Source: an optimization exercise on an open RTL-to-GDS flow (aim: small area). Production flows keep margins and buffers that such runs may drop.
At most, simulation tests tie the RTL to the original design; equivalence was not proved.
No driver is modelled on the clock port, so clocking that relies on it looks cheaper here than on a real chip.
No activity file was given, so power comes from the tool's default toggle rates.

## job 2314
Design VectorAccumulate, start of the top module:
module VectorAccumulate #(
    parameter vector_length = 7,
    parameter data_width = 16
) (
    input wire clk,
    input wire [vector_length*data_width-1: 0] vector_in,
    output wire [data_width+$clog2(vector_length)-1: 0] vector_sum
);
For scale: roughly 170 cells after synthesis, about 69 flip-flops, about 130 I/O pins, ~3300 um^2 of cells after synthesis.
Settings: LEC_CHECK=0, CAP_MARGIN=20, CORE_MARGIN=2, CORE_UTILIZATION=40, SLEW_MARGIN=20; clock period 4.0 ns.
standard.sh (not shown) runs the stock make flow with config.mk's settings and CLKGATE_MAP_FILE= SYNTH_SCRIPT=/design/flow/synth_recipe.tcl, a recipe that flattens the netlist after the stock synthesis.
==> flow/flow/run.sh <==
#!/bin/bash
# The standard layout (standard.sh) with these changes to how it is made:
#  - Yosys's synth runs without its early "abc -fast" pass (-noabc), so that extract_fa
#    finds the design's full and half adders in their plain form and maps them to
#    fa/ha cells without inverters on their pins;
#  - every input and output port still gets a buffer, but a buf_1 rather than the
#    delay-buffer cell buffer_ports picks by default;
#  - clock tree synthesis uses clkbuf_4 buffers and no dummy loads.
# standard.sh's make output goes to standard.log; ORFS writes each step's log under orfs/logs.
set -euo pipefail
export SYNTH_ARGS="-noabc"
export BUFFER_PORTS_ARGS="-buffer_cell sky130_fd_sc_hd__buf_1"
export CTS_ARGS="-sink_clustering_enable -repair_clock_nets -dont_use_dummy_load -buf_list sky130_fd_sc_hd__clkbuf_4 -root_buf sky130_fd_sc_hd__clkbuf_4 -sink_clustering_size 40 -sink_clustering_max_diameter 300"
bash standard.sh > standard.log 2>&1
> inputs changed (job 2314 -> job 7502)
--- a/flow/flow/run.sh
+++ b/flow/flow/run.sh
@@ -12,3 +12,3 @@
 export BUFFER_PORTS_ARGS="-buffer_cell sky130_fd_sc_hd__buf_1"
-export CTS_ARGS="-sink_clustering_enable -repair_clock_nets -dont_use_dummy_load -buf_list sky130_fd_sc_hd__clkbuf_4 -root_buf sky130_fd_sc_hd__clkbuf_4 -sink_clustering_size 40 -sink_clustering_max_diameter 300"
+export CTS_ARGS="-sink_clustering_enable -repair_clock_nets -dont_use_dummy_load -buf_list sky130_fd_sc_hd__clkbuf_8 -root_buf sky130_fd_sc_hd__clkbuf_8 -sink_clustering_size 35 -sink_clustering_max_diameter 200"
 bash standard.sh > standard.log 2>&1
### Flow results
Result for job 2314 and job 7502: all clean
Fraction of area in multi-input gates, job 2314 and job 7502: larger value in job 2314
Compared with job 2314, in job 7502 portion of total power attributed to combinational logic dropped 1.7 points; worst setup slack lower; total power density per cell area now sits higher.
### job 7502 -> job 9958
--- a/flow/flow/run.sh
+++ b/flow/flow/run.sh
@@ -12,3 +12,3 @@
 export BUFFER_PORTS_ARGS="-buffer_cell sky130_fd_sc_hd__buf_1"
-export CTS_ARGS="-sink_clustering_enable -repair_clock_nets -dont_use_dummy_load -buf_list sky130_fd_sc_hd__clkbuf_8 -root_buf sky130_fd_sc_hd__clkbuf_8 -sink_clustering_size 35 -sink_clustering_max_diameter 200"
+export CTS_ARGS="-sink_clustering_enable -repair_clock_nets -dont_use_dummy_load -buf_list sky130_fd_sc_hd__clkbuf_16 -root_buf sky130_fd_sc_hd__clkbuf_16 -sink_clustering_size 70 -sink_clustering_max_diameter 500"
 bash standard.sh > standard.log 2>&1
Results
Job 7502 -> job 9958: worst supply voltage drop on vdd flat. Against job 7502, global-route wire length before repair in job 9958 rose slightly. Compared job 7502 against job 9958; combined global-route utilization of all metal layers within noise. In the tables for job 7502 and job 9958, clock input transition at the sequential cells of the worst setup and hold paths reads lower with job 9958. [job 9958] total met3 wirelength after detailed routing fell 25 um relative to job 7502.
Modified inputs, job 4649 compared to job 9958
--- a/flow/flow/run.sh
+++ b/flow/flow/run.sh
@@ -12,3 +12,3 @@
 export BUFFER_PORTS_ARGS="-buffer_cell sky130_fd_sc_hd__buf_1"
-export CTS_ARGS="-sink_clustering_enable -repair_clock_nets -dont_use_dummy_load -buf_list sky130_fd_sc_hd__clkbuf_16 -root_buf sky130_fd_sc_hd__clkbuf_16 -sink_clustering_size 70 -sink_clustering_max_diameter 500"
+export CTS_ARGS="-repair_clock_nets -dont_use_dummy_load -buf_list sky130_fd_sc_hd__clkbuf_4 -root_buf sky130_fd_sc_hd__clkbuf_4 -sink_clustering_size 35 -sink_clustering_max_diameter 150"
 bash standard.sh > standard.log 2>&1
--- outcome ---
Taking job 9958 as the reference, in job 4649 maximum clock frequency now sits higher, design internal power went down, power went down about 12%, final core utilization went down.
For job 8200, these inputs were changed with respect to job 4649:
- CORE_UTILIZATION now 60, was 40
--- a/flow/flow/run.sh
+++ b/flow/flow/run.sh
@@ -12,3 +12,3 @@
 export BUFFER_PORTS_ARGS="-buffer_cell sky130_fd_sc_hd__buf_1"
-export CTS_ARGS="-repair_clock_nets -dont_use_dummy_load -buf_list sky130_fd_sc_hd__clkbuf_4 -root_buf sky130_fd_sc_hd__clkbuf_4 -sink_clustering_size 35 -sink_clustering_max_diameter 150"
+export CTS_ARGS="-sink_clustering_enable -repair_clock_nets -dont_use_dummy_load -buf_list sky130_fd_sc_hd__clkbuf_4 -root_buf sky130_fd_sc_hd__clkbuf_4"
 bash standard.sh > standard.log 2>&1
Notes after the runs:
Delta(post-route minimum period, job 8200 - job 4649) > 0. Logic gate share of total power: job 8200 > job 4649. As far as number of flip-flops and latches is concerned, job 8200 and job 4649 perform about the same. Re leakage power total: no difference whatsoever between job 8200 and job 4649. Job 8200 completed every stage of the flow, and the final layout passed the timing, DRC and antenna checks. Relative to job 4649, the met3 track demand over resource in global routing of job 8200 is higher by 2.0 points. Relative to job 4649, HPWL after detailed placement decreased by 2.2% in job 8200.
The inputs of job 1652 differ from those of job 8200 as listed below.
- CORE_UTILIZATION: 60 -> 40
--- a/flow/flow/run.sh
+++ b/flow/flow/run.sh
@@ -12,3 +12,3 @@
 export BUFFER_PORTS_ARGS="-buffer_cell sky130_fd_sc_hd__buf_1"
-export CTS_ARGS="-sink_clustering_enable -repair_clock_nets -dont_use_dummy_load -buf_list sky130_fd_sc_hd__clkbuf_4 -root_buf sky130_fd_sc_hd__clkbuf_4"
+export CTS_ARGS="-sink_clustering_enable -repair_clock_nets -dont_use_dummy_load -buf_list sky130_fd_sc_hd__clkbuf_4 -root_buf sky130_fd_sc_hd__clkbuf_4 -sink_buffer_max_cap_derate 1.0"
 bash standard.sh > standard.log 2>&1
==> results.txt <==
Comparing final period utilization for job 8200 and job 1652, the bigger number came from job 8200. Reported for job 8200 and job 1652, DRC violation count after routing turned out identical to the last digit. Against job 8200, die height in job 1652 rose by more than 10%. Compared to job 8200, the routing of job 1652 uses less wire.

== job 101 ==
VectorAccumulate, a different RTL version from the one above (not shown whole).
Size in the first run: roughly 69 flip-flops, ~0.0034 mm2 of cells after synthesis.
==> flow/config.mk <==
export PLATFORM = sky130hd
export DESIGN_NAME = VectorAccumulate
export DESIGN_NICKNAME = VectorAccumulate
export VERILOG_FILES = /design/flow/design.v
export SDC_FILE = /design/flow/constraint.sdc
export NUM_CORES = 4
export LEC_CHECK = 0
export CAP_MARGIN = 20
export CORE_MARGIN = 2
export CORE_UTILIZATION = 40
export SLEW_MARGIN = 20
==> flow/constraint.sdc <==
create_clock -name core_clock -period 4.0 [get_ports {clk}]
set_input_delay 0.8000 -clock core_clock [delete_from_list [all_inputs] [get_ports {clk}]]
set_output_delay 0.8000 -clock core_clock [all_outputs]
set_load 0.01 [all_outputs]
==> flow/flow/run.sh <==
#!/bin/bash
# The standard layout (standard.sh), with two changes to how it is made:
#  - Yosys's synth runs without its early "abc -fast" pass (-noabc), so that extract_fa
#    finds the design's full and half adders in their plain form and maps them to
#    fa/ha cells without inverters on their pins;
#  - every input and output port still gets a buffer, but a buf_1 rather than the
#    delay-buffer cell buffer_ports picks by default.
set -euo pipefail
export SYNTH_ARGS="-noabc"
export BUFFER_PORTS_ARGS="-buffer_cell sky130_fd_sc_hd__buf_1"
export CTS_ARGS="-sink_clustering_enable -repair_clock_nets -dont_use_dummy_load -buf_list sky130_fd_sc_hd__clkbuf_4 -root_buf sky130_fd_sc_hd__clkbuf_4"
bash standard.sh > standard.log 2>&1
The inputs of job 102 differ from those of job 101 as listed below.
diff --git a/flow/flow/run.sh b/flow/flow/run.sh
--- a/flow/flow/run.sh
+++ b/flow/flow/run.sh
@@ -10,3 +10,2 @@
 export BUFFER_PORTS_ARGS="-buffer_cell sky130_fd_sc_hd__buf_1"
-export CTS_ARGS="-sink_clustering_enable -repair_clock_nets -dont_use_dummy_load -buf_list sky130_fd_sc_hd__clkbuf_4 -root_buf sky130_fd_sc_hd__clkbuf_4"
 bash standard.sh > standard.log 2>&1
--- outcome ---
On job 102: internal portion of total power is about 24% higher than what job 101 gave. On job 102: relative area change from synthesis to final layout is 5.6 points higher than what job 101 gave. For the net switching component of the power, job 102 came in 6.8% higher than job 101 did. Job 101 → job 102: total iterations of the first detailed-routing run rose by 1; first-iteration DRC count went up 3; worst path setup slack after routing moved down; total wire length after detailed routing went up; adder-cell area share of the yosys netlist did not really move. From job 101 to job 102 the numbers moved as follows: clock network area share increased 4.4 points; number of cells in the finished layout apart from fillers now sits higher; met3 demand-to-capacity share in global routing +0.23 points.
No run of this note included a check of the RTL's function; only the layout flow was run.

## job 9831
VectorAccumulate, a different RTL version from the one above (not shown whole).
For scale: about 160 cells after synthesis, about 130 I/O pins.
export LEC_CHECK = 0
export CAP_MARGIN = 20
export CORE_MARGIN = 2
export CORE_UTILIZATION = 40
export SLEW_MARGIN = 20
create_clock -name core_clock -period 4.0 [get_ports {clk}]
==> flow/flow/run.sh <==
#!/bin/bash
# The standard layout (standard.sh) with these changes to how it is made:
#  - Yosys's synth runs without its early "abc -fast" pass (-noabc), so that extract_fa
#    finds the design's full and half adders in their plain form and maps them to
#    fa/ha cells without inverters on their pins;
#  - every input and output port still gets a buffer, but a buf_1 rather than the
#    delay-buffer cell buffer_ports picks by default;
#  - clock tree synthesis uses clkbuf_4 buffers and no dummy loads.
# standard.sh's make output goes to standard.log; ORFS writes each step's log under orfs/logs.
set -euo pipefail
export SYNTH_ARGS="-noabc"
export REMOVE_ABC_BUFFERS=1
export BUFFER_PORTS_ARGS="-buffer_cell sky130_fd_sc_hd__buf_1"
export CTS_ARGS="-sink_clustering_enable -repair_clock_nets -dont_use_dummy_load -buf_list sky130_fd_sc_hd__clkbuf_4 -root_buf sky130_fd_sc_hd__clkbuf_4"
bash standard.sh > standard.log 2>&1
Job 9831: complete, dirty (setup timing)
Changes in job 7294 relative to job 9831:
- CORE_UTILIZATION: 40 -> 60
- PLACE_DENSITY: unset -> 0.75
--- a/flow/flow/run.sh
+++ b/flow/flow/run.sh
@@ -4,4 +4,8 @@
 #    finds the design's full and half adders in their plain form and maps them to
 #    fa/ha cells without inverters on their pins;
+#  - the floorplan step skips its pre-placement timing repair (REMOVE_ABC_BUFFERS=1; the
+#    netlist has no abc buffers to remove). That repair sees ideal clocks and no wires and
+#    upsizes adders that the later, propagated-clock repairs after CTS and global routing
+#    find they do not need;
 #  - every input and output port still gets a buffer, but a buf_1 rather than the
 #    delay-buffer cell buffer_ports picks by default;
Notes after the runs:
When job 7294 is measured against job 9831, its cell area turns out about 0.7% lower.
Job 7294: sequential share of layout area 0.22 points above job 9831
Relative to job 9831, final period utilization has increased by 2.1 points in job 7294.
Higher worst setup slack before clock tree synthesis was reported by job 9831, not job 7294.
The layout from job 7294, despite a flow that completed every stage, fails the layout checks, with the failing checks listed as setup timing.
Between job 7294 and job 9831, the switching part of the total power does not differ in any meaningful way.
Note that the area enclosed by the die boundary recorded for job 9831 amounts to 1.5 times the value seen in job 7294.
Job 9831 and job 7294 ended up with nearly the same sequential cell area in the final layout.
Job 7294: total net switching power is about 0.65% higher than what job 9831 reported.
Between job 9831 and job 7294, wire length on met3 is higher for job 9831, job 7294 comes in under that.
Final hold slack delta (job 7294 − job 9831): favourable
Modified inputs, job 8518 compared to job 7294
- CORE_UTILIZATION now 40, was 60
- PLACE_DENSITY no longer set, was 0.75
==> flow/flow/run.sh <==
#!/bin/bash
# The standard layout (standard.sh) with these changes to how it is made:
#  - Yosys's synth runs without its early "abc -fast" pass (-noabc), so that extract_fa
#    finds the design's full and half adders in their plain form and maps them to
#    fa/ha cells without inverters on their pins;
#  - every input and output port still gets a buffer, but a buf_1 rather than the
#    delay-buffer cell buffer_ports picks by default;
#  - clock tree synthesis uses clkbuf_4 buffers and no dummy loads.
# standard.sh's make output goes to standard.log; ORFS writes each step's log under orfs/logs.
set -euo pipefail
export SYNTH_ARGS="-noabc"
export BUFFER_PORTS_ARGS="-buffer_cell sky130_fd_sc_hd__buf_1"
export CTS_ARGS="-sink_clustering_enable -repair_clock_nets -dont_use_dummy_load -buf_list sky130_fd_sc_hd__clkbuf_4 -root_buf sky130_fd_sc_hd__clkbuf_4"
bash standard.sh > standard.log 2>&1
==> results.txt <==
Job 7294 -> stages 100% | layout checks FAIL | setup timing
From the logs: job 8518 reached the end of the flow and failed the layout checks with setup timing.
Looking at layout overhead on the synthesized area, job 8518 sits above job 7294.
Delta (job 8518 minus job 7294): multi-input logic portion of the cell area has decreased; met2 routed wirelength has decreased.
Highest cell delay on the worst timing path in job 8518 is 0.03 ns lower than in job 7294
No functional check of the RTL was part of any run of this note.

## job 6440
Another version of the RTL of VectorAccumulate (not shown whole).
For scale: ~62 flip-flops, roughly 130 I/O pins.
export LEC_CHECK = 0
export CAP_MARGIN = 20
export CORE_MARGIN = 2
export CORE_UTILIZATION = 40
export SLEW_MARGIN = 20
create_clock -name core_clock -period 4.0 [get_ports {clk}]
==> flow/flow/run.sh <==
#!/bin/bash
# The standard layout (standard.sh) with these changes to how it is made:
#  - Yosys's synth runs without its early "abc -fast" pass (-noabc), so that extract_fa
#    finds the design's full and half adders in their plain form and maps them to
#    fa/ha cells without inverters on their pins;
#  - every input and output port still gets a buffer, but a buf_1 rather than the
#    delay-buffer cell buffer_ports picks by default;
#  - clock tree synthesis uses clkbuf_4 buffers and no dummy loads.
# standard.sh's make output goes to standard.log; ORFS writes each step's log under orfs/logs.
set -euo pipefail
export SYNTH_ARGS="-noabc"
export REMOVE_ABC_BUFFERS=1
export BUFFER_PORTS_ARGS="-buffer_cell sky130_fd_sc_hd__buf_1"
export CTS_ARGS="-sink_clustering_enable -repair_clock_nets -dont_use_dummy_load -buf_list sky130_fd_sc_hd__clkbuf_4 -root_buf sky130_fd_sc_hd__clkbuf_4"
bash standard.sh > standard.log 2>&1
Job 6440 finished every step from synthesis to the final layout, and the layout passed the timing, DRC and antenna checks.
For job 1877, these inputs were changed with respect to job 6440:
--- a/flow/flow/run.sh
+++ b/flow/flow/run.sh
@@ -4,4 +4,8 @@
 #    finds the design's full and half adders in their plain form and maps them to
 #    fa/ha cells without inverters on their pins;
+#  - the floorplan step skips its pre-placement timing repair (REMOVE_ABC_BUFFERS=1; the
+#    netlist has no abc buffers to remove). That repair sees ideal clocks and no wires and
+#    upsizes adders that the later, propagated-clock repairs after CTS and global routing
+#    find they do not need;
 #  - every input and output port still gets a buffer, but a buf_1 rather than the
 #    delay-buffer cell buffer_ports picks by default;
- Re count of nets left with antenna violations after detail routing: no difference whatsoever between job 6440 and job 1877.
- Number of buffers on the longest clock path came out exactly the same in job 1877 and job 6440.
- The met1 usage of job 6440 and that of job 1877 are within noise of each other.
- Re post-CTS setup buffer count: no difference whatsoever between job 1877 and job 6440.
- Number of global-route vias before repair: job 1877 vs job 6440 identical
- The total area of multi-input combinational cells was comparable across job 1877 and job 6440.
- Critical path depth came out exactly the same in job 1877 and job 6440.
- Reported for job 1877 and job 6440, switching part of the total turned out identical to the last digit.
- Per the comparison of job 1877 with job 6440, share of the clock period used by the worst path stayed essentially flat, power density of the placed cells held steady.
What job 7634 does differently from job 1877 at the input level:
==> flow/flow/run.sh <==
#!/bin/bash
# The standard layout (standard.sh) with these changes to how it is made:
#  - Yosys's synth runs without its early "abc -fast" pass (-noabc), so that extract_fa
#    finds the design's full and half adders in their plain form and maps them to
#    fa/ha cells without inverters on their pins;
#  - every input and output port still gets a buffer, but a buf_1 rather than the
#    delay-buffer cell buffer_ports picks by default;
#  - clock tree synthesis uses clkbuf_4 buffers and no dummy loads.
# standard.sh's make output goes to standard.log; ORFS writes each step's log under orfs/logs.
set -euo pipefail
export SYNTH_ARGS="-noabc"
export BUFFER_PORTS_ARGS="-buffer_cell sky130_fd_sc_hd__buf_1"
export CTS_ARGS="-sink_clustering_enable -repair_clock_nets -dont_use_dummy_load -buf_list sky130_fd_sc_hd__clkbuf_4 -root_buf sky130_fd_sc_hd__clkbuf_4"
bash standard.sh > standard.log 2>&1
Findings:
The final reports for job 7634 and job 1877 show net switching power figure lower in the former. Side by side, power turned out lower in job 7634 than in job 1877. | residual antenna-violating net count after detailed routing | job 7634 vs job 1877 | ≈ equal |. Total vias in the final route: job 1877 and job 7634 compared, lower one is job 1877. Side by side, first-pass GRT wire length turned out higher in job 7634 than in job 1877. Post-detailed-placement half-perimeter wirelength: job 7634 < job 1877. The final layout from job 7634, which completed every stage, passed the timing, DRC and antenna checks at the end of the flow. Global-route usage delta (job 7634 -> job 1877): insignificant. ~same internal cell power in job 1877 and job 7634. Lower clock group share of total power among job 1877 and job 7634: job 1877. Setup slack on the worst flop-to-flop path: job 7634 vs job 1877, no meaningful difference.
Changes in job 7289 relative to job 7634:
# job 7634
export LEC_CHECK = 0
export CAP_MARGIN = 20
export CORE_MARGIN = 2
export CORE_UTILIZATION = 40
export SLEW_MARGIN = 20
create_clock -name core_clock -period 4.0 [get_ports {clk}]
# job 7289
export LEC_CHECK = 0
export CAP_MARGIN = 20
export CORE_MARGIN = 2
export CORE_UTILIZATION = 60
export PLACE_DENSITY = 0.75
export SLEW_MARGIN = 20
create_clock -name core_clock -period 4.0 [get_ports {clk}]
--- a/flow/flow/run.sh
+++ b/flow/flow/run.sh
@@ -4,4 +4,8 @@
 #    finds the design's full and half adders in their plain form and maps them to
 #    fa/ha cells without inverters on their pins;
+#  - the floorplan step skips its pre-placement timing repair (REMOVE_ABC_BUFFERS=1; the
+#    netlist has no abc buffers to remove). That repair sees ideal clocks and no wires and
+#    upsizes adders that the later, propagated-clock repairs after CTS and global routing
+#    find they do not need;
 #  - every input and output port still gets a buffer, but a buf_1 rather than the
 #    delay-buffer cell buffer_ports picks by default;
@@ -10,4 +14,5 @@
 set -euo pipefail
 export SYNTH_ARGS="-noabc"
+export REMOVE_ABC_BUFFERS=1
 export BUFFER_PORTS_ARGS="-buffer_cell sky130_fd_sc_hd__buf_1"
 export CTS_ARGS="-sink_clustering_enable -repair_clock_nets -dont_use_dummy_load -buf_list sky130_fd_sc_hd__clkbuf_4 -root_buf sky130_fd_sc_hd__clkbuf_4"
Findings:
Utilization job 7634 -> job 7289: up. Setup TNS after final layout came out exactly the same in job 7289 and job 7634. The final reports for job 7289 and job 7634 show minimum setup slack in the final design lower in the former. Higher later-pin clock latency in the skew report goes to job 7634 over job 7289. Measured against job 7289, the total met3 wirelength after detailed routing of job 7634 comes out at 2.0 times the reference value. Transition at the pin with the smallest max-transition slack in job 7289 is 0.0063 ns above job 7634.

-- separate check: timing with driven ports --
The results above use ideal ports. As a check the final layouts listed here were re-extracted and re-timed, cells and wires unchanged. Step 1 (the two cells are an assumption about what drives the block):
set clk [get_ports {clk}]
set_driving_cell -lib_cell sky130_fd_sc_hd__clkbuf_16 $clk
set_driving_cell -lib_cell sky130_fd_sc_hd__buf_2 [delete_from_list [all_inputs] $clk]
Step 2 moves the port delays by t, midway between the first and last clock arrival at a register: inputs arrive t later, outputs are due t later. That takes back most of the time a late clock gives input paths. Three values: ideal ports, drivers, drivers and shift; two values: the first two.
run | shift t [ns] | setup slack, ns | worst setup path at the end | worst slew at a driven data input, ns
job 2314 | 0.392 | 0.402 / 0.402 / 0.010 | input to register | 0.04
job 7502 | 0.343 | 0.336 / 0.337 / -0.005 | input to register | 0.04
job 9958 | 0.337 | 0.333 / 0.339 / 0.002 | input to register | 0.04
job 4649 | 0.392 | 0.402 / 0.402 / 0.010 | input to register | 0.04
job 8200 | 0.390 | 0.363 / 0.365 / -0.024 | input to register | 0.04
job 1652 | 0.392 | 0.402 / 0.402 / 0.010 | input to register | 0.04
job 101 | 0.402 | 0.828 / 0.834 / 0.432 | input to register | 0.03
job 102 | 0.354 | 0.784 / 0.789 / 0.435 | input to register | 0.04
job 9831 | 0.393 | -0.014 / -0.022 / -0.415 | input to register | 0.04
job 7294 | 0.385 | -0.097 / -0.105 / -0.490 | input to register | 0.05
job 8518 | 0.393 | -0.009 / -0.015 / -0.409 | input to register | 0.05
job 6440 | 0.395 | 0.069 / 0.070 / -0.325 | input to register | 0.04
job 1877 | 0.395 | 0.069 / 0.070 / -0.325 | input to register | 0.04
job 7634 | 0.392 | 0.228 / 0.231 / -0.162 | input to register | 0.04
job 7289 | 0.373 | 0.100 / 0.103 / -0.271 | input to register | 0.04
Met with ideal ports but missed after step 2: setup timing in 6 of these runs. For job 9831, which loses most, drivers alone change the setup slack by -0.008 ns; drivers and shift together by -0.401 ns.
